From an optimization exercise on the open Yosys and OpenROAD flow, aimed at small area, a short achievable clock period and few clock cycles; shortcuts taken in it are not production practice. RTL that was checked went through simulation tests only; none was proved equivalent to the original. Function not checked in runs 1, 2 and 4: the RTL went through the layout flow alone. Power is estimated from default activity; no workload was simulated.

==> flow/design.v <==
`default_nettype wire
module alu (
  input  [31:0] a,
  input  [31:0] b,
  input   [2:0] f3,
  input         sub,
  input         alt,
  output reg [31:0] res,
  output [31:0] sum,
  output        taken
);
  wire [31:0] bx = sub ? ~b : b;
  wire [32:0] s  = {1'b0, a} + {1'b0, bx} + {32'b0, sub};
  assign sum = s[31:0];
  wire eq  = (a == b);
  wire ltu = ~s[32];
  wire lt  = (a[31] ^ b[31]) ? a[31] : s[31];
  assign taken = f3[0] ^ (f3[2] ? (f3[1] ? ltu : lt) : eq);
  wire [4:0] sh = b[4:0];
  wire [31:0] sr = $signed({alt & a[31], a}) >>> sh;
  always @(*) begin
    case (f3)
      3'b000: res = s[31:0];
      3'b001: res = a << sh;
      3'b010: res = {31'b0, lt};
      3'b011: res = {31'b0, ltu};
      3'b100: res = a ^ b;
      3'b101: res = sr;
      3'b110: res = a | b;
      default: res = a & b;
    endcase
  end
endmodule
`default_nettype wire
`default_nettype wire
module reg_file (
  input         clk,
  input   [4:0] raddr0,
  input   [4:0] raddr1,
  input   [4:0] waddr,
  input  [31:0] wdata,
  input         we,
  output [31:0] rdata0,
  output [31:0] rdata1
);
  reg [31:0] x [1:31];
  integer i;
  always @(posedge clk) begin
    for (i = 1; i < 32; i = i + 1)
      if (we && waddr == i) x[i] <= wdata;
  end
  reg [31:0] r0, r1;
  always @(*) begin
    r0 = 32'b0;
    r1 = 32'b0;
    for (i = 1; i < 32; i = i + 1) begin
      r0 = r0 | ({32{raddr0 == i}} & x[i]);
      r1 = r1 | ({32{raddr1 == i}} & x[i]);
    end
  end
  wire byp0 = we && waddr == raddr0;
  wire byp1 = we && waddr == raddr1;
  assign rdata0 = byp0 ? wdata : r0;
  assign rdata1 = byp1 ? wdata : r1;
endmodule
`default_nettype wire
`default_nettype wire
module cpu (
  input clk,
  input reset,
  output [31:0] imem_addr,
  input  [31:0] imem_rdata,
  output [31:0] dmem_addr,
  output [31:0] dmem_wdata,
  output        dmem_we,
  input  [31:0] dmem_rdata,
  output        wb_we,
  output  [4:0] wb_rd,
  output [31:0] wb_data
);
  reg  [31:0] pc;
  reg  [31:0] d_ins;
  reg  [31:0] d_pc;
  reg         d_valid;
  reg  [31:0] e_a, e_b, e_c;
  reg   [4:0] e_rd;
  reg   [2:0] e_f3;
  reg         e_sub, e_alt;
  reg         e_we, e_load, e_store, e_br, e_jalr, e_link, e_pred;
  reg   [1:0] e_fa, e_fb, e_fc;
  reg  [31:0] m_res, m_sdata;
  reg   [4:0] m_rd;
  reg         m_we, m_load, m_store;
  reg  [31:0] w_data;
  reg   [4:0] w_rd;
  reg         w_we;
  wire [31:0] a = e_fa[1] ? m_res : e_fa[0] ? w_data : e_a;
  wire [31:0] b = e_fb[1] ? m_res : e_fb[0] ? w_data : e_b;
  wire [31:0] c = e_fc[1] ? m_res : e_fc[0] ? w_data : e_c;
  wire [31:0] alu_res, sum;
  wire        taken;
  alu alu (
    .a    (a      ),
    .b    (b      ),
    .f3   (e_f3   ),
    .sub  (e_sub  ),
    .alt  (e_alt  ),
    .res  (alu_res),
    .sum  (sum    ),
    .taken(taken  )
  );
  wire        e_redirect = e_jalr | (e_br & (taken ^ e_pred));
  wire [31:0] e_target   = e_jalr ? sum : e_c;
  wire  [6:0] op  = d_ins[6:0];
  wire  [2:0] f3  = d_ins[14:12];
  wire  [4:0] rs1 = d_ins[19:15];
  wire  [4:0] rs2 = d_ins[24:20];
  wire  [4:0] rd  = d_ins[11:7];
  wire is_r    = op[6:2] == 5'b01100;
  wire is_i    = op[6:2] == 5'b00100;
  wire is_load = op[6:2] == 5'b00000;
  wire is_st   = op[6:2] == 5'b01000;
  wire is_br   = op[6:2] == 5'b11000;
  wire is_jal  = op[6:2] == 5'b11011;
  wire is_jalr = op[6:2] == 5'b11001;
  wire use1 = ~is_jal;
  wire use2 = is_r | is_st | is_br;
  wire wr   = (is_r | is_i | is_load | is_jal | is_jalr) && rd != 5'd0;
  wire [31:0] rf0, rf1;
  reg_file rf (
    .clk   (clk   ),
    .raddr0(rs1   ),
    .raddr1(rs2   ),
    .waddr (w_rd  ),
    .wdata (w_data),
    .we    (w_we  ),
    .rdata0(rf0   ),
    .rdata1(rf1   )
  );
  wire [31:0] imm_i  = {{20{d_ins[31]}}, d_ins[31:20]};
  wire [31:0] imm_s  = {{20{d_ins[31]}}, d_ins[31:25], d_ins[11:7]};
  wire [31:0] off_b  = {{22{d_ins[31]}}, d_ins[7], d_ins[30:25], d_ins[11:9]};
  wire [31:0] off_j  = {{14{d_ins[31]}}, d_ins[19:12], d_ins[20], d_ins[30:22]};
  wire [31:0] d_target = d_pc + (is_jal ? off_j : off_b);
  wire [31:0] d_pc1    = d_pc + 32'd1;
  wire pred = is_jal | (is_br & d_ins[31]);
  wire stall = d_valid && e_load && ((use1 && rs1 == e_rd) || (use2 && rs2 == e_rd));
  wire d_redirect = d_valid & pred & ~stall;
  wire fa_m = e_we && rs1 == e_rd;
  wire fa_w = m_we && rs1 == m_rd;
  wire fb_m = e_we && rs2 == e_rd;
  wire fb_w = m_we && rs2 == m_rd;
  wire kill_d = e_redirect | stall | ~d_valid;
  assign imem_addr = pc;
  always @(posedge clk or posedge reset) begin
    if (reset) begin
      pc      <= 32'd0;
      d_valid <= 1'b0;
    end else begin
      if (e_redirect) begin
        pc      <= e_target;
        d_valid <= 1'b0;
      end else if (!stall) begin
        pc      <= d_redirect ? d_target : pc + 32'd1;
        d_valid <= ~d_redirect;
      end
    end
  end
  always @(posedge clk) begin
    if (!stall) begin
      d_ins <= imem_rdata;
      d_pc  <= pc;
    end
  end
  always @(posedge clk or posedge reset) begin
    if (reset) begin
      e_we    <= 1'b0;
      e_load  <= 1'b0;
      e_store <= 1'b0;
      e_br    <= 1'b0;
      e_jalr  <= 1'b0;
    end else begin
      e_we    <= ~kill_d & wr;
      e_load  <= ~kill_d & is_load & (rd != 5'd0);
      e_store <= ~kill_d & is_st;
      e_br    <= ~kill_d & is_br;
      e_jalr  <= ~kill_d & is_jalr;
    end
  end
  always @(posedge clk) begin
    e_a    <= rf0;
    e_b    <= (is_r | is_br) ? rf1 : is_st ? imm_s : imm_i;
    e_c    <= is_st ? rf1 : (is_br & ~d_ins[31]) ? d_target : d_pc1;
    e_rd   <= rd;
    e_f3   <= (is_r | is_i | is_br) ? f3 : 3'b000;
    e_sub  <= is_br | (is_r & d_ins[30] & f3 == 3'b000) | ((is_r | is_i) & f3[2:1] == 2'b01);
    e_alt  <= d_ins[30];
    e_link <= is_jal | is_jalr;
    e_pred <= d_ins[31];
    e_fa   <= {fa_m, ~fa_m & fa_w};
    e_fb   <= (is_r | is_br) ? {fb_m, ~fb_m & fb_w} : 2'b00;
    e_fc   <= is_st ? {fb_m, ~fb_m & fb_w} : 2'b00;
  end
  always @(posedge clk or posedge reset) begin
    if (reset) begin
      m_we    <= 1'b0;
      m_load  <= 1'b0;
      m_store <= 1'b0;
    end else begin
      m_we    <= e_we;
      m_load  <= e_load;
      m_store <= e_store;
    end
  end
  always @(posedge clk) begin
    m_res   <= e_link ? e_c : (e_load | e_store) ? sum : alu_res;
    m_sdata <= c;
    m_rd    <= e_rd;
  end
  assign dmem_addr  = m_res;
  assign dmem_wdata = m_sdata;
  assign dmem_we    = m_store;
  always @(posedge clk or posedge reset) begin
    if (reset) w_we <= 1'b0;
    else       w_we <= m_we;
  end
  always @(posedge clk) begin
    w_data <= m_load ? dmem_rdata : m_res;
    w_rd   <= m_rd;
  end
  assign wb_we   = w_we;
  assign wb_rd   = w_rd;
  assign wb_data = w_data;
endmodule
`default_nettype wire
==> flow/run.sh <==
#!/bin/bash
# synth_recipe.tcl (not shown) runs the flow's synth.tcl, then flattens the netlist and writes it again
# the make line also repeats each setting of config.mk as NAME=value (left out here)
make -C /OpenROAD-flow-scripts/flow DESIGN_CONFIG=/design/flow/config.mk WORK_HOME=/design/flow/orfs CLKGATE_MAP_FILE= SYNTH_SCRIPT=/design/flow/synth_recipe.tcl finish
==> flow/config.mk <==
export PLATFORM = sky130hd
export DESIGN_NAME = cpu
export DESIGN_NICKNAME = cpu
export VERILOG_FILES = /design/flow/design.v
export SDC_FILE = /design/flow/constraint.sdc
export NUM_CORES = 4
export LEC_CHECK = 0
export CAP_MARGIN = 20
export CORE_MARGIN = 2
export CORE_UTILIZATION = 40
export SLEW_MARGIN = 20
==> flow/constraint.sdc <==
create_clock -name core_clock -period 10.0 [get_ports {clk}]
set_input_delay 2.0000 -clock core_clock [delete_from_list [all_inputs] [get_ports {clk}]]
set_output_delay 2.0000 -clock core_clock [all_outputs]
set_load 0.01 [all_outputs]
==> results of run 1 <==
## how the worst max path moves through the flow
stage                         start  endpoint  slack [ps]
after detailed placement    e_fb[0]    pc[18]        3940
after floorplan           w_data[2]    pc[30]        5050
final                       e_fb[0]    pc[18]        3740
after CTS                   e_fb[0]    pc[14]        3910
after global placement      e_fb[0]    pc[18]        3940
after global routing        e_fb[0]    pc[18]        3470
## layout make-up
| type | instances | area, um^2 | area share |
|---|---|---|---|
| tap | 2086 | 2610 | 0.03497 |
| timing repair buffer | 413 | 3596 | 0.04818 |
| clock buffer | 181 | 3886 | 0.05207 |
| inverter | 104 | 391.6 | 0.005248 |
| antenna | 16 | 40.04 | 0.0005365 |
| clock inverter | 85 | 1051 | 0.01408 |
| sequential | 1316 | 37120 | 0.4974 |
| multi-input combinational | 3632 | 25930 | 0.3475 |
## layout by cell type (no fill, tap or decap), types with 91 or more instances in the layout
cell                n
nor2_1            278
buf_4             213
nand3_1           128
clkdlybuf4s50_1   198
inv_1              98
mux2i_1           232
edfxtp_1         1054
a22oi_1           436
dfxtp_1           207
clkbuf_16         147
a22o_1            249
xnor2_1            91
ha_1              129
nor2_4             93
nand4_1           148
a221oi_1          259
nand2_1           313
a21oi_1           283
o21ai_0           205
## registers in the layout (all words and copies together) (netlist names), 2 cells and up
name,count
e_fb,2
e_fc,2
m_sdata,32
e_f3,3
pc,32
w_data,32
w_rd,5
d_pc,32
m_res,32
e_a,32
e_rd,5
d_ins,30
e_c,32
rf.x,992
e_b,32
e_fa,2
m_rd,5
## critical path, delay by kind of cell, from the launching register on
family          cells  cell delay [ps]
compound gates      8             3130
buf+inv             3             1360
simple gates        3              470
fa+ha+maj           1              390
flops               1              310
mux                 1              270
xor+xnor            1              140
## metal layers
layer / wire length (um) / GRT usage / vias up
met4: 28090 / 0.2501 / 16
met2: 132200 / 0.5493 / 6206
met1: 110200 / 0.4777 / 27703
li1: - / - / 22089
met3: 53710 / 0.1599 / 1729
met5: 102 / 0.0008921 / -
## logic make-up after synthesis
family	synth area share
AND/OR/NAND/NOR	0.08707
adder cells (fa/ha/maj)	0.02576
flip-flops	0.5779
XOR/XNOR	0.02087
multiplexers	0.04623
AO/OA/AOI/OAI	0.2120
buffers and inverters	0.03013
## stage by stage
step / instance area, um^2 / total power, mW / util
after floorplan: 64200 / 9.774 / -
after global placement: 69620 / 12.26 / 0.4351
after detailed placement: 69630 / 12.28 / 0.4351
after CTS: 74570 / 17.77 / 0.4660
after global routing: 74590 / 18.42 / 0.4662
final: 74630 / 18.00 / 0.4664
## power by group through the flow
stage	logic, mW	registers [mW]	clock network [mW]
floorplan	1.89	7.88	0
global placement	4.39	7.87	0
detailed placement	4.41	7.86	0
CTS	4.43	7.76	5.58
global route	4.81	7.82	5.79
finish	4.61	7.81	5.58
==> impl_metrics.ini, run 1 <==
[status]
status = timing/DRC/antenna clean

[clock_network]
cts_root_buf = clkbuf_16
cts_buffers = 144
clk_latency_ps = 840
cts_buffer_depth = 3
cts.sinks = 1316
cts_tree = yes
post_cts_buffers = 0
cts_resized = 0
h-tree-depth = 4
clk_pin_slew_ps = 60
cts_hold_buf = 0

[setup_path]
worstPathArrival_ps = 6900
start_kind = flip-flop
r2r-start = e_fb[0]
rr_worst_depth = 17
reg2reg_to = pc[18]
max_stage_delay_ps = 720
worstPathMaxFanout = 54
crit_top_cell = buf_4
criticalPathCategory = flip-flop to flip-flop
r2r_slack_ps = 3740
cp-end-kind = flip-flop
path_cells = buf_4 -> mux2i_1 -> o21a_2 -> buf_4 -> xnor2_1 -> ha_1 -> and3_1 -> a221o_1 -> a211oi_2 -> nor2_1 -> a311oi_1 -> o31a_1 -> o31a_1 -> nor4_2 -> buf_4 -> a22oi_1 -> o21ai_0
slowest_stage = a22oi_1
required_ps = 10640

[timing]
min_period_ps = 6255
setup_ws_ps = 3745
fin_crit_sh = 0.6255
clock.fmax_mhz = 159.9
hold_viol = 0
rsz0062_at_grt = false
max_slew.worst_pin.slew_ps = 1290
setup_viol_count_final = 0
whs_ps = 355.8
clock-skew-final_ps = 73.60
setup-tns-final_ps = 0
slew_headroom = 0.1346
maxSlewViolCount = 0

[global_routing]
grt_max_degree = 66
grt_pass1_vias = 53914
antenna_found_initial = 23
grt_overflow = 0
grt_pass1_wl_mm = 436.6
grt_usage = 0.3850

[power]
power.switching_mw = 6.273
seq_power_share = 0.434
powerDensity_nw_per_um2 = 241.2
leakagePower_nw = 25.44
vdd_ir_drop_max_mv = 0.2040
internal_power_mw = 11.73
combPwrFrac = 0.256
clockPowerShare = 0.310
switching_share = 0.3485

[yosys]
synth_fp_nets = 5647
synth_cell_types = 83
synth_top_cells_by_area = edfxtp_1 49%, dfxtp_1 6.9%, a22oi_1 5.1%
yosysMostFrequentCell = edfxtp_1
synth_top_area_frac = 0.4930
syn_avg_cell_area_um2 = 11.78
async_reset_ff_frac = 0.03191
seq_area_frac_synth = 0.5779
ys_ff_latch = 1316
netlist.top_cell.by_area = edfxtp_1
synthCells = 5450
syn_area_um2 = 64200
yosysWarningCount = 4
synthFlopType = edfxtp_1
synthTopCellsByCount = 1054 x edfxtp_1, 436 x a22oi_1, 373 x nor2_1
synth_edf_count = 1054

[drt]
post-route-drc-count = 0
wl_per_cell_um = 41.40
dr.pass1.iters = 12
via_per_inst = 7.372
num_vias = 57743
drtIter0Drc = 13385
drtAntennaViolNets = 0
drt_wl_total_mm = 324.3

[floorplan]
die_x_um = 404.6
rows = 147
ioPinCount = 201
start_util = 0.4012
die_area_um2 = 163700
fp.coreArea_um2 = 160000
die_y_um = 404.6

[cells_and_area]
stdcell_count = 7833
drive_gt1_frac = 0.1117
nets = 5808
syn_to_final_growth_pct = 16.24
n_fill_cell = 14397

[placed_design]
dp.cells = 7548
post-dp-hpwl_mm = 196.3
pre_cts_ws_ps = 3941
place.gp.congestion = 1.056
io_buffers = 198

[job]
drv_cap = 0

[hold_path]
min_to = m_rd[3]
min_from = e_rd[3]
hold_class = flip-flop to flip-flop
hold_depth = 0
==> run 2, diff against run 1 <==
--- a/flow/design.v
+++ b/flow/design.v
@@ -80,7 +80,7 @@
 );
   reg  [31:0] pc;
   reg  [31:0] d_ins;
-  reg  [31:0] d_pc;
+  reg  [31:0] d_alt;
   reg         d_valid;
   reg  [31:0] e_a, e_b, e_c;
   reg   [4:0] e_rd;
@@ -139,19 +139,21 @@
   );
   wire [31:0] imm_i  = {{20{d_ins[31]}}, d_ins[31:20]};
   wire [31:0] imm_s  = {{20{d_ins[31]}}, d_ins[31:25], d_ins[11:7]};
-  wire [31:0] off_b  = {{22{d_ins[31]}}, d_ins[7], d_ins[30:25], d_ins[11:9]};
-  wire [31:0] off_j  = {{14{d_ins[31]}}, d_ins[19:12], d_ins[20], d_ins[30:22]};
-  wire [31:0] d_target = d_pc + (is_jal ? off_j : off_b);
-  wire [31:0] d_pc1    = d_pc + 32'd1;
-  wire pred = is_jal | (is_br & d_ins[31]);
   wire stall = d_valid && e_load && ((use1 && rs1 == e_rd) || (use2 && rs2 == e_rd));
-  wire d_redirect = d_valid & pred & ~stall;
   wire fa_m = e_we && rs1 == e_rd;
   wire fa_w = m_we && rs1 == m_rd;
   wire fb_m = e_we && rs2 == e_rd;
   wire fb_w = m_we && rs2 == m_rd;
   wire kill_d = e_redirect | stall | ~d_valid;
   assign imem_addr = pc;
+  wire [31:0] ins = imem_rdata;
+  wire f_jal = ins[6:2] == 5'b11011;
+  wire f_br  = ins[6:2] == 5'b11000;
+  wire [31:0] off_b = {{22{ins[31]}}, ins[7], ins[30:25], ins[11:9]};
+  wire [31:0] off_j = {{14{ins[31]}}, ins[19:12], ins[20], ins[30:22]};
+  wire [31:0] f_target = pc + (f_jal ? off_j : off_b);
+  wire [31:0] f_pc1    = pc + 32'd1;
+  wire        f_pred   = f_jal | (f_br & ins[31]);
   always @(posedge clk or posedge reset) begin
     if (reset) begin
       pc      <= 32'd0;
@@ -161,15 +163,15 @@
         pc      <= e_target;
         d_valid <= 1'b0;
       end else if (!stall) begin
-        pc      <= d_redirect ? d_target : pc + 32'd1;
-        d_valid <= ~d_redirect;
+        pc      <= f_pred ? f_target : f_pc1;
+        d_valid <= 1'b1;
       end
     end
   end
   always @(posedge clk) begin
     if (!stall) begin
-      d_ins <= imem_rdata;
-      d_pc  <= pc;
+      d_ins <= ins;
+      d_alt <= (f_br & ~ins[31]) ? f_target : f_pc1;
     end
   end
   always @(posedge clk or posedge reset) begin
@@ -190,7 +192,7 @@
   always @(posedge clk) begin
     e_a    <= rf0;
     e_b    <= (is_r | is_br) ? rf1 : is_st ? imm_s : imm_i;
-    e_c    <= is_st ? rf1 : (is_br & ~d_ins[31]) ? d_target : d_pc1;
+    e_c    <= is_st ? rf1 : d_alt;
     e_rd   <= rd;
     e_f3   <= (is_r | is_i | is_br) ? f3 : 3'b000;
     e_sub  <= is_br | (is_r & d_ins[30] & f3 == 3'b000) | ((is_r | is_i) & f3[2:1] == 2'b01);
==> impl_metrics.ini, run 2 <==
[setup_path]
start_kind = input pin
rr_worst_depth = 15
cp-end-kind = flip-flop
worstPathMaxFanout = 13
reg2reg_to = pc[11]
r2r_slack_ps = 3610
crit_start = imem_rdata[4]
criticalPathCategory = input pin to flip-flop
worstPathArrival_ps = 7290
crit_path_end = pc[30]
r2r-start = e_fb[0]
required_ps = 10670

[drt]
drt_wl_total_mm = 312.5
via_per_inst = 7.262
post-route-drc-count = 0
dr.pass1.iters = 13
wl_per_cell_um = 40.33
drtIter0Drc = 11449
drtAntennaViolNets = 0
num_vias = 56263

[yosys]
synthCells = 5407
syn_area_um2 = 64100
yosysWarningCount = 4
async_reset_ff_frac = 0.03191
synth_top_cells_by_area = edfxtp_1 49%, dfxtp_1 6.9%, a22oi_1 5.1%
yosysMostFrequentCell = edfxtp_1
synth_cell_types = 84
synthFlopType = edfxtp_1
seq_area_frac_synth = 0.5788
synth_edf_count = 1054
ys_ff_latch = 1316
netlist.top_cell.by_area = edfxtp_1
synthTopCellsByCount = 1054 x edfxtp_1, 432 x a22oi_1, 398 x nor2_1
syn_avg_cell_area_um2 = 11.86
synth_top_area_frac = 0.4937
synth_fp_nets = 5603

[cells_and_area]
regMostFlops = rf.x
nets = 5752
design_area_um2 = 74340
syn_to_final_growth_pct = 15.97
largest_reg_flops = 992
final_common_cell = edfxtp_1
layout_common_cells = 1054 x edfxtp_1, 432 x a22oi_1, 318 x nand2_1
drive_gt1_frac = 0.1169

[clock_network]
cts_buffers = 145
cts_tree = yes
h-tree-depth = 4
clk_pin_slew_ps = 60
cts_buffer_depth = 3
cts_hold_buf = 0
cts.sinks = 1316
clk_latency_ps = 810
cts_resized = 0
post_cts_buffers = 0
cts_root_buf = clkbuf_16

[power]
seq_power_share = 0.433
clockPowerShare = 0.310
internal_power_mw = 11.70
vdd_ir_drop_max_mv = 0.2591
powerDensity_nw_per_um2 = 238.0
leakagePower_nw = 25.36
switching_share = 0.3385
combPwrFrac = 0.256
power.switching_mw = 5.989
p_total_mw = 17.69

[floorplan]
die_area_um2 = 163500
start_util = 0.4038
ioPinCount = 201
fp.coreArea_um2 = 158700
die_x_um = 404.3
die_y_um = 404.3
rows = 146

[placed_design]
post-dp-hpwl_mm = 185.8
place.gp.congestion = 1.014
io_buffers = 198
dpl_cell_area_um2 = 69440

[timing]
slew_headroom = 0.09899
fin_crit_sh = 0.6619
hold_viol = 0
whs_ps = 372.9
clock.fmax_mhz = 151.1
maxSlewViolCount = 0
rsz0062_at_grt = false
setup-tns-final_ps = 0
max_slew.worst_pin.slew_ps = 1341
setup_viol_count_final = 0
min_period_ps = 6619
clock-skew-final_ps = 58.75

[global_routing]
antenna_found_initial = 10
grt_overflow = 0
grt_usage = 0.3694
grt_pass1_wl_mm = 422.1
grt_max_degree = 67
grt_pass1_vias = 52798

[hold_path]
hold_class = flip-flop to flip-flop

[job]
drv_cap = 0

[status]
status = timing/DRC/antenna clean
run 2: cell types whose count changed after synthesis, sizes merged, moves of 13 or more:
cell | before | now
nor3 | 94 | 107
mux2 | 53 | 85
nor2 | 373 | 398
a21oi | 285 | 262
o21ai | 224 | 187
a22o | 249 | 278
a21o | 76 | 55
nand3 | 131 | 114
run 2: power groups by stage:
stage               clock, mW  combinational, mW  sequential (mW)
CTS                      5.47               4.37             7.65
floorplan                   0               1.92             7.84
finish                   5.49               4.53             7.67
detailed placement          0               4.35             7.76
global placement            0               4.32             7.77
global route             5.69               4.74             7.69
run 2: cell families after synthesis:
logic type                 count (synthesis)  share of synthesized area
AOI/OAI and AO/OA                       1773                     0.2050
DFF                                     1316                     0.5788
and+or+nand+nor                         1221                    0.08770
buffers and inverters                    492                    0.02984
muxes                                    325                    0.05247
xor gates and xnor gates                 150                    0.02049
adders and majority gates                130                    0.02561
run 2: final cells by class:
type                            instances  area (um^2)
Inverter                               92        346.6
Sequential cell                      1316        37120
Fill cell                           14152        84400
Tap cell                             2072         2592
Multi-Input combinational cell       3599        25880
Clock inverter                         79        878.3
Antenna cell                            3        7.507
Timing Repair Buffer                  402         3548
Clock buffer                          185         3965
run 2: critical path, cell delays in order:
cell	delay, ps
clkdlybuf4s50_1	420
nand3b_1	290
nor2_1	830
nor2_1	300
a21o_1	250
ha_1	370
o21ai_0	140
o2bb2ai_1	160
nand4bb_1	250
a2111oi_0	1070
nor3_1	190
o31ai_1	300
a21oi_1	120
xnor2_1	160
a221oi_1	330
o21ai_1	90
run 2: how the worst min path moves through the flow:
stage | start | end | cells after the start
floorplan | d_ins[31] | e_pred | 0
global placement | d_ins[31] | e_pred | 0
detailed placement | d_ins[31] | e_pred | 0
CTS | d_ins[31] | e_pred | 0
global route | d_ins[31] | e_pred | 0
finish | d_ins[31] | e_pred | 0
run 2: metrics by stage:
step | utilization | worst slack, ps | std cells
after floorplan | - | 4622 | 5407
after CTS | 0.4679 | 3582 | 7744
final | 0.4683 | 3381 | 7748
after global placement | 0.4374 | 2802 | 7480
after detailed placement | 0.4374 | 2724 | 7480
after global routing | 0.4683 | 3043 | 7746
run 2: per-layer routing:
metal | up-vias | share of wire | GRT usage
met2 | 5580 | 0.42 | 0.5479
met3 | 1499 | 0.15 | 0.1375
met4 | 16 | 0.078 | 0.2232
met1 | 27274 | 0.35 | 0.4572
met5 | - | 0.0012 | 0.001784
li1 | 21894 | - | -
==> run 3, diff against run 2 <==
--- a/flow/design.v
+++ b/flow/design.v
@@ -17,7 +17,9 @@
   wire lt  = (a[31] ^ b[31]) ? a[31] : s[31];
   assign taken = f3[0] ^ (f3[2] ? (f3[1] ? ltu : lt) : eq);
   wire [4:0] sh = b[4:0];
-  wire [31:0] sr = $signed({alt & a[31], a}) >>> sh;
+  wire signed [32:0] a_ext = {alt & a[31], a};
+  wire signed [32:0] sr_ext = a_ext >>> sh;
+  wire [31:0] sr = sr_ext[31:0];
   always @(*) begin
     case (f3)
       3'b000: res = s[31:0];
==> impl_metrics.ini, run 3 <==
[status]
status = timing/DRC/antenna clean

[global_routing]
antenna_found_initial = 9
grtUsageMet3 = 0.1335
use_met2 = 0.5519
grt_max_degree = 66
grt_pass1_wl_mm = 424.9
grt_usage = 0.3724
grt-busiest-layer = met2
grt_pass1_vias = 52873
use_met1 = 0.4660
grt_overflow = 0

[hold_path]
hold_class = flip-flop to flip-flop

[setup_path]
cp-end-kind = flip-flop
worstPathArrival_ps = 6970
worstPathMaxFanout = 13
max_stage_delay_ps = 770
crit_top_cell = a21oi_1
start_kind = input pin
required_ps = 10660
critical_path_buf_inv_count = 1
cp_top_family = compound AO/OA/AOI/OAI gates
criticalPathCategory = input pin to flip-flop
path_cells = clkdlybuf4s50_1 -> nand3b_1 -> nor2_2 -> mux2_2 -> ha_1 -> a21oi_1 -> o211ai_1 -> nand4bb_1 -> a2111oi_1 -> nor3_1 -> o31ai_1 -> a21oi_1 -> xnor2_1 -> a221oi_1 -> o21ai_1
slowest_stage = a2111oi_1

[floorplan]
die_y_um = 404.3
rows = 146
die_x_um = 404.3
fp.coreArea_um2 = 158700
start_util = 0.4038
ioPinCount = 201
die_area_um2 = 163500

[timing]
setup_viol_count_final = 0
hold_viol = 0
clock.fmax_mhz = 158.6
maxSlewViolCount = 0
slew_headroom = 0.05496
fin_crit_sh = 0.6305
min_period_ps = 6305
rsz0062_at_grt = false
max_slew.worst_pin.slew_ps = 1407
clock-skew-final_ps = 45.80
setup-tns-final_ps = 0

[power]
vdd_ir_drop_max_mv = 0.2249
power.switching_mw = 5.943
leakagePower_nw = 25.33
p_total_mw = 17.59
powerDensity_nw_per_um2 = 236.9
combPwrFrac = 0.255
switching_share = 0.3378
clockPowerShare = 0.308
internal_power_mw = 11.65
seq_power_share = 0.437

[clock_network]
clk_latency_ps = 810
cts.sinks = 1316
cts_buffer_depth = 3
clk_pin_slew_ps = 60
cts_tree = yes
cts_hold_buf = 0
h-tree-depth = 4
cts_buffers = 146
cts_root_buf = clkbuf_16
cts_resized = 0
post_cts_buffers = 0

[cells_and_area]
drive_gt1_frac = 0.1166
largest_reg_flops = 992
finalCoreUtilization = 0.4679
syn_to_final_growth_pct = 15.88
nets = 5756
final_common_cell = edfxtp_1
design_area_um2 = 74280
layout_common_cells = 1054 x edfxtp_1, 432 x a22oi_1, 318 x nand2_1
regMostFlops = rf.x
stdcell_count = 7748

[yosys]
seq_area_frac_synth = 0.5789
synth_top_cells_by_area = edfxtp_1 49%, dfxtp_1 6.9%, a22oi_1 5.1%
async_reset_ff_frac = 0.03191
synth_edf_count = 1054
netlist.top_cell.by_area = edfxtp_1
yosysMostFrequentCell = edfxtp_1
synth_fp_nets = 5603
yosysWarningCount = 4
synthTopCellsByCount = 1054 x edfxtp_1, 432 x a22oi_1, 398 x nor2_1
ys_ff_latch = 1316
synth_top_area_frac = 0.4938
syn_area_um2 = 64100
syn_avg_cell_area_um2 = 11.86
synth_cell_types = 84
synthCells = 5407
synthFlopType = edfxtp_1

[job]
drv_cap = 0

[drt]
post-route-drc-count = 0
wl_per_cell_um = 40.50
dr.pass1.iters = 14
drt_wl_total_mm = 313.8
drtIter0Drc = 12133
drtAntennaViolNets = 0
num_vias = 55995
via_per_inst = 7.227

[placed_design]
post-dp-hpwl_mm = 187.2
dpl_cell_area_um2 = 69450
io_buffers = 198
place.gp.congestion = 0.9730
dp.cells = 7484
-- run 3: final timing paths --
check,startpoint,endpoint,depth (start not counted),slack [ps]
max,imem_rdata[4],pc[30],15,3690
min,m_rd[3],w_rd[3],0,390
max reg2reg,e_fa[0],pc[12],13,3880
min reg2reg,m_rd[3],w_rd[3],0,390
max in group asynchronous,reset,e_jalr,3,7780
min in group asynchronous,reset,pc[3],3,1710
-- run 3: cell type report --
cell class / count / area [um^2]
fillers: 14170 / 84460
flip-flops and latches: 1316 / 37120
multi-input cells: 3599 / 25910
clock buffers: 182 / 3934
repair buffers: 405 / 3548
well taps: 2072 / 2592
clock inverters: 77 / 822.0
inverters: 92 / 346.6
diodes: 5 / 12.51
-- run 3: kinds of logic (layout without fill, tap and decap cells) --
group,Yosys count,count (layout),synth area share
flops,1316,1316,0.5789
mux,325,325,0.05247
compound gates,1773,1773,0.2050
simple gates,1221,1221,0.08770
xor+xnor,150,150,0.02050
buf+inv,492,756,0.02983
other cells,0,5,0
fa+ha+maj,130,130,0.02561
-- run 3: power by group through the flow --
stage | sequential (mW) | combinational, mW | clock, mW
after floorplan | 7.84 | 1.92 | 0
after global placement | 7.79 | 4.30 | 0
after detailed placement | 7.78 | 4.32 | 0
after CTS | 7.67 | 4.34 | 5.42
after global routing | 7.72 | 4.72 | 5.64
final | 7.69 | 4.48 | 5.42
-- run 3: through the flow --
| step | hold WS (ps) | setup WS, ps |
|---|---|---|
| after CTS | 392.9 | 3294 |
| final | 393.0 | 3695 |
| after detailed placement | 383.0 | 2501 |
| after global placement | 381.5 | 2495 |
| after floorplan | 339.3 | 4622 |
| after global routing | 396.5 | 3313 |
-- run 3: layer usage --
layer / wire length, um / vias up
met5: 294 / -
met4: 23700 / 14
met3: 46850 / 1405
met2: 132900 / 5481
met1: 110100 / 27219
li1: - / 21876
Testbench counts of run 3, summed over its fixed seeds: cycles 19,214.
==> run 4, diff against run 3 <==
--- a/flow/design.v
+++ b/flow/design.v
@@ -81,6 +81,8 @@
   output [31:0] wb_data
 );
   reg  [31:0] pc;
+  reg         r_valid;       
+  reg  [31:0] r_target;
   reg  [31:0] d_ins;
   reg  [31:0] d_alt;
   reg         d_valid;
@@ -111,7 +113,7 @@
     .sum  (sum    ),
     .taken(taken  )
   );
-  wire        e_redirect = e_jalr | (e_br & (taken ^ e_pred));
+  wire        e_redirect = ~r_valid & (e_jalr | (e_br & (taken ^ e_pred)));
   wire [31:0] e_target   = e_jalr ? sum : e_c;
   wire  [6:0] op  = d_ins[6:0];
   wire  [2:0] f3  = d_ins[14:12];
@@ -141,39 +143,44 @@
   );
   wire [31:0] imm_i  = {{20{d_ins[31]}}, d_ins[31:20]};
   wire [31:0] imm_s  = {{20{d_ins[31]}}, d_ins[31:25], d_ins[11:7]};
-  wire stall = d_valid && e_load && ((use1 && rs1 == e_rd) || (use2 && rs2 == e_rd));
+  wire d_ok = d_valid & ~r_valid;
+  wire stall = d_ok && e_load && ((use1 && rs1 == e_rd) || (use2 && rs2 == e_rd));
   wire fa_m = e_we && rs1 == e_rd;
   wire fa_w = m_we && rs1 == m_rd;
   wire fb_m = e_we && rs2 == e_rd;
   wire fb_w = m_we && rs2 == m_rd;
-  wire kill_d = e_redirect | stall | ~d_valid;
-  assign imem_addr = pc;
-  wire [31:0] ins = imem_rdata;
-  wire f_jal = ins[6:2] == 5'b11011;
-  wire f_br  = ins[6:2] == 5'b11000;
+  wire kill_d = ~d_ok | stall;
+  wire [31:0] fa = r_valid ? r_target : pc;
+  assign imem_addr = fa;
+  wire [31:0] ins   = imem_rdata;
+  wire        f_jal = ins[3];
+  wire        f_br  = ins[6] & ~ins[2];
   wire [31:0] off_b = {{22{ins[31]}}, ins[7], ins[30:25], ins[11:9]};
   wire [31:0] off_j = {{14{ins[31]}}, ins[19:12], ins[20], ins[30:22]};
-  wire [31:0] f_target = pc + (f_jal ? off_j : off_b);
-  wire [31:0] f_pc1    = pc + 32'd1;
-  wire        f_pred   = f_jal | (f_br & ins[31]);
+  wire [31:0] f_tb  = fa + off_b;
+  wire [31:0] f_tj  = fa + off_j;
+  wire [31:0] f_pc1 = fa + 32'd1;
+  wire [31:0] f_next = f_jal ? f_tj : (f_br & ins[31]) ? f_tb : f_pc1;
   always @(posedge clk or posedge reset) begin
     if (reset) begin
       pc      <= 32'd0;
+      r_valid <= 1'b0;
       d_valid <= 1'b0;
     end else begin
-      if (e_redirect) begin
-        pc      <= e_target;
-        d_valid <= 1'b0;
-      end else if (!stall) begin
-        pc      <= f_pred ? f_target : f_pc1;
+      r_valid <= e_redirect;
+      if (!stall) begin
+        pc      <= f_next;
         d_valid <= 1'b1;
       end
     end
   end
   always @(posedge clk) begin
+    r_target <= e_target;
+  end
+  always @(posedge clk) begin
     if (!stall) begin
       d_ins <= ins;
-      d_alt <= (f_br & ~ins[31]) ? f_target : f_pc1;
+      d_alt <= (f_br & ~ins[31]) ? f_tb : f_pc1;
     end
   end
   always @(posedge clk or posedge reset) begin
@@ -211,9 +218,9 @@
       m_load  <= 1'b0;
       m_store <= 1'b0;
     end else begin
-      m_we    <= e_we;
-      m_load  <= e_load;
-      m_store <= e_store;
+      m_we    <= e_we & ~r_valid;
+      m_load  <= e_load & ~r_valid;
+      m_store <= e_store & ~r_valid;
     end
   end
   always @(posedge clk) begin
--- a/flow/config.mk
+++ b/flow/config.mk
@@ -8,4 +8,5 @@
 export CAP_MARGIN = 20
 export CORE_MARGIN = 2
 export CORE_UTILIZATION = 40
+export SETUP_SLACK_MARGIN = 5
 export SLEW_MARGIN = 20
==> impl_metrics.ini, run 4 <==
[yosys]
yosysMostFrequentCell = edfxtp_1
synth_cell_types = 94
async_reset_ff_frac = 0.03188
synth_fp_nets = 5811
synth_edf_count = 1054
netlist.top_cell.by_area = edfxtp_1
synthTopCellsByCount = 1054 x edfxtp_1, 409 x a22oi_1, 351 x nand2_1
ys_ff_latch = 1349
syn_area_um2 = 66120
synth_top_cells_by_area = edfxtp_1 48%, dfxtp_1 7.6%, a22oi_1 4.6%
synthFlopType = edfxtp_1
syn_avg_cell_area_um2 = 11.80
synthCells = 5602
yosysWarningCount = 4
seq_area_frac_synth = 0.5712
synth_top_area_frac = 0.4787

[floorplan]
die_x_um = 410.6
ioPinCount = 201
fp.coreArea_um2 = 164600
die_area_um2 = 168600
start_util = 0.4017
die_y_um = 410.6
rows = 149

[clock_network]
h-tree-depth = 4
cts.sinks = 1349
cts_buffers = 145
cts_buffer_depth = 3
cts_root_buf = clkbuf_16
clk_latency_ps = 820
cts_tree = yes
clk_pin_slew_ps = 60

[placed_design]
place.gp.congestion = 0.9975
post-dp-hpwl_mm = 193.1
io_buffers = 198
dp.cells = 7787
dpl_cell_area_um2 = 71480

[drt]
dr.pass1.iters = 15
drtIter0Drc = 11965
drt_wl_total_mm = 321.8
via_per_inst = 7.130
num_vias = 57446
wl_per_cell_um = 39.93
post-route-drc-count = 0
drtAntennaViolNets = 0

[status]
status = timing/DRC/antenna clean

[cells_and_area]
stdcell_count = 8057
drive_gt1_frac = 0.1262
final_common_cell = edfxtp_1
design_area_um2 = 76620
nets = 5962
largest_reg_flops = 992
n_fill_cell = 15057
syn_to_final_growth_pct = 15.88
finalCoreUtilization = 0.4655
layout_common_cells = 1054 x edfxtp_1, 409 x a22oi_1, 350 x nand2_1
regMostFlops = rf.x

[setup_path]
cp_top_family = buffers and inverters
start_kind = flip-flop
slowest_stage = dfrtp_4
required_ps = 8000
cp-end-kind = primary output
worstPathArrival_ps = 2910
criticalPathCategory = flip-flop to primary output
path_cells = buf_6 -> mux2i_2 -> inv_1 -> clkdlybuf4s50_1
max_stage_delay_ps = 610
worstPathMaxFanout = 27
critical_path_buf_inv_count = 3

[power]
vdd_ir_drop_max_mv = 0.2226
powerDensity_nw_per_um2 = 241.5
leakagePower_nw = 26.17

[global_routing]
grt_pass1_vias = 54576
grt_pass1_wl_mm = 434.7
antenna_found_initial = 7
grt_usage = 0.3684
grt_max_degree = 70
grt_overflow = 0

[timing]
slew_headroom = 0.1354
max_slew.worst_pin.slew_ps = 1287
clock.fmax_mhz = 203.9
min_period_ps = 4905
setup-tns-final_ps = 0
rsz0062_at_grt = true
setup_viol_count_final = 0
clock-skew-final_ps = 42.52
maxSlewViolCount = 0
fin_crit_sh = 0.4905
hold_viol = 0

[hold_path]
hold_class = flip-flop to flip-flop

[job]
drv_cap = 0
## run 4: cell types whose count changed in the layout (fill, tap and decap cells not counted), moves of 12 or more
cell	delta
nor2b_1	+13
mux2_2	+47
a22oi_1	-23
nand2_1	+32
o21ai_0	+58
o211ai_1	+15
inv_1	+31
xnor2_1	+17
o21a_1	+15
dfxtp_1	+29
ha_1	+12
nor2_1	-52
mux2i_1	-19
## run 4: layer usage
layer	track usage	vias to the layer above	share of wire
li1	-	22530	-
met1	0.4629	28109	0.35
met2	0.5466	5368	0.42
met3	0.1289	1432	0.15
met4	0.2184	7	0.078
met5	0.003957	-	0.00045
## run 4: where the power goes
| group | switching [mW] | internal [mW] |
|---|---|---|
| sequential | 0.653 | 7.16 |
| combinational | 3.30 | 1.83 |
| clock | 2.40 | 3.16 |
## run 4: final cells by class
class	count	area (um^2)	share of cell area
Sequential cell	1349	37800	0.4933
Multi-Input combinational cell	3728	27180	0.3548
Clock buffer	183	3906	0.05098
Timing Repair Buffer	407	3603	0.04703
Tap cell	2189	2739	0.03575
Clock inverter	76	927.1	0.01210
Inverter	122	459.2	0.005993
Antenna cell	3	7.507	0.00009798
## run 4: cell families after synthesis
kind of cell    after synthesis  share of synthesized area
buf+inv                     525                    0.03168
other cells                   1                 0.00005671
simple gates               1204                    0.08451
mux                         356                    0.05637
xor+xnor                    162                    0.02146
compound gates             1862                     0.2073
fa+ha+maj                   143                    0.02740
flops                      1349                     0.5712
## run 4: worst reg2reg max path, delay by kind of cell (launching register included)
family	cells	cell delay, ps
simple gates	4	1890
compound gates	3	1050
flops	1	720
buf+inv	2	710
mux	1	390
## run 4: path summary, 6_finish.rpt
kind	from	to	slack (ps)	cells past startpoint
setup / recovery	r_valid	imem_addr[28]	5090	4
hold / removal	e_rd[3]	m_rd[3]	390	0
setup reg to reg	d_ins[20]	e_c[22]	5100	10
hold reg to reg	e_rd[3]	m_rd[3]	390	0
max in group asynchronous	reset	m_load	7690	3
min in group asynchronous	reset	pc[22]	1700	3
## run 4: stage by stage
stage / hold slack, ps / setup slack (ps) / total power, mW
after detailed placement: 382.9 / 3903 / 12.79
after floorplan: 339.9 / 5128 / 10.34
after global placement: 364.8 / 3893 / 12.76
final: 392.2 / 5095 / 18.51
after CTS: 391.8 / 4960 / 18.29
after global routing: 395.3 / 4965 / 18.99
## run 4: repair_timing
item / in CTS / in global routing
endpoints found under the setup margin: 45 / 30
cloned: 0 / 0
resized for setup: 20 / 25
hold buffers: 0 / 0
hold endpoints to repair: 0 / 0
pin swaps: 2 / 0
setup buffers: 5 / 0

port drivers added, routing unchanged:
The results above use ideal ports. As a check the final layouts listed here were re-extracted and re-timed, cells and wires unchanged. Step 1 assumes that a clkbuf_16 drives the clock port and a buf_2 every other input. Step 2, shift: input delay + t, output delay - t, t = (earliest + latest rising clock arrival at the registers) / 2. This alone moves slack from input paths to output paths. Three values: ideal, step 1, step 2; two values: the first two.
run | t (ns) | setup slack, ns | hold slack, ns | clock arrival spread, ns | worst slew at a driven data input, ns
run 1 | 0.886 | 3.745 / 3.745 / 3.745 | 0.356 / 0.356 / 0.356 | 0.076 / 0.076 | 0.07
run 2 | 0.863 | 3.381 / 3.440 / 2.577 | 0.373 / 0.373 / 0.373 | 0.066 / 0.067 | 0.05
run 3 | 0.874 | 3.695 / 3.744 / 2.870 | 0.393 / 0.393 / 0.393 | 0.046 / 0.046 | 0.06
run 4 | 0.887 | 5.095 / 5.009 / 4.275 | 0.392 / 0.392 / 0.392 | 0.044 / 0.044 | 0.06
After both steps every run listed still meets setup and hold. The setup slack of run 3, which loses most, moves by +0.049 ns with the drivers and by -0.825 ns with both steps.
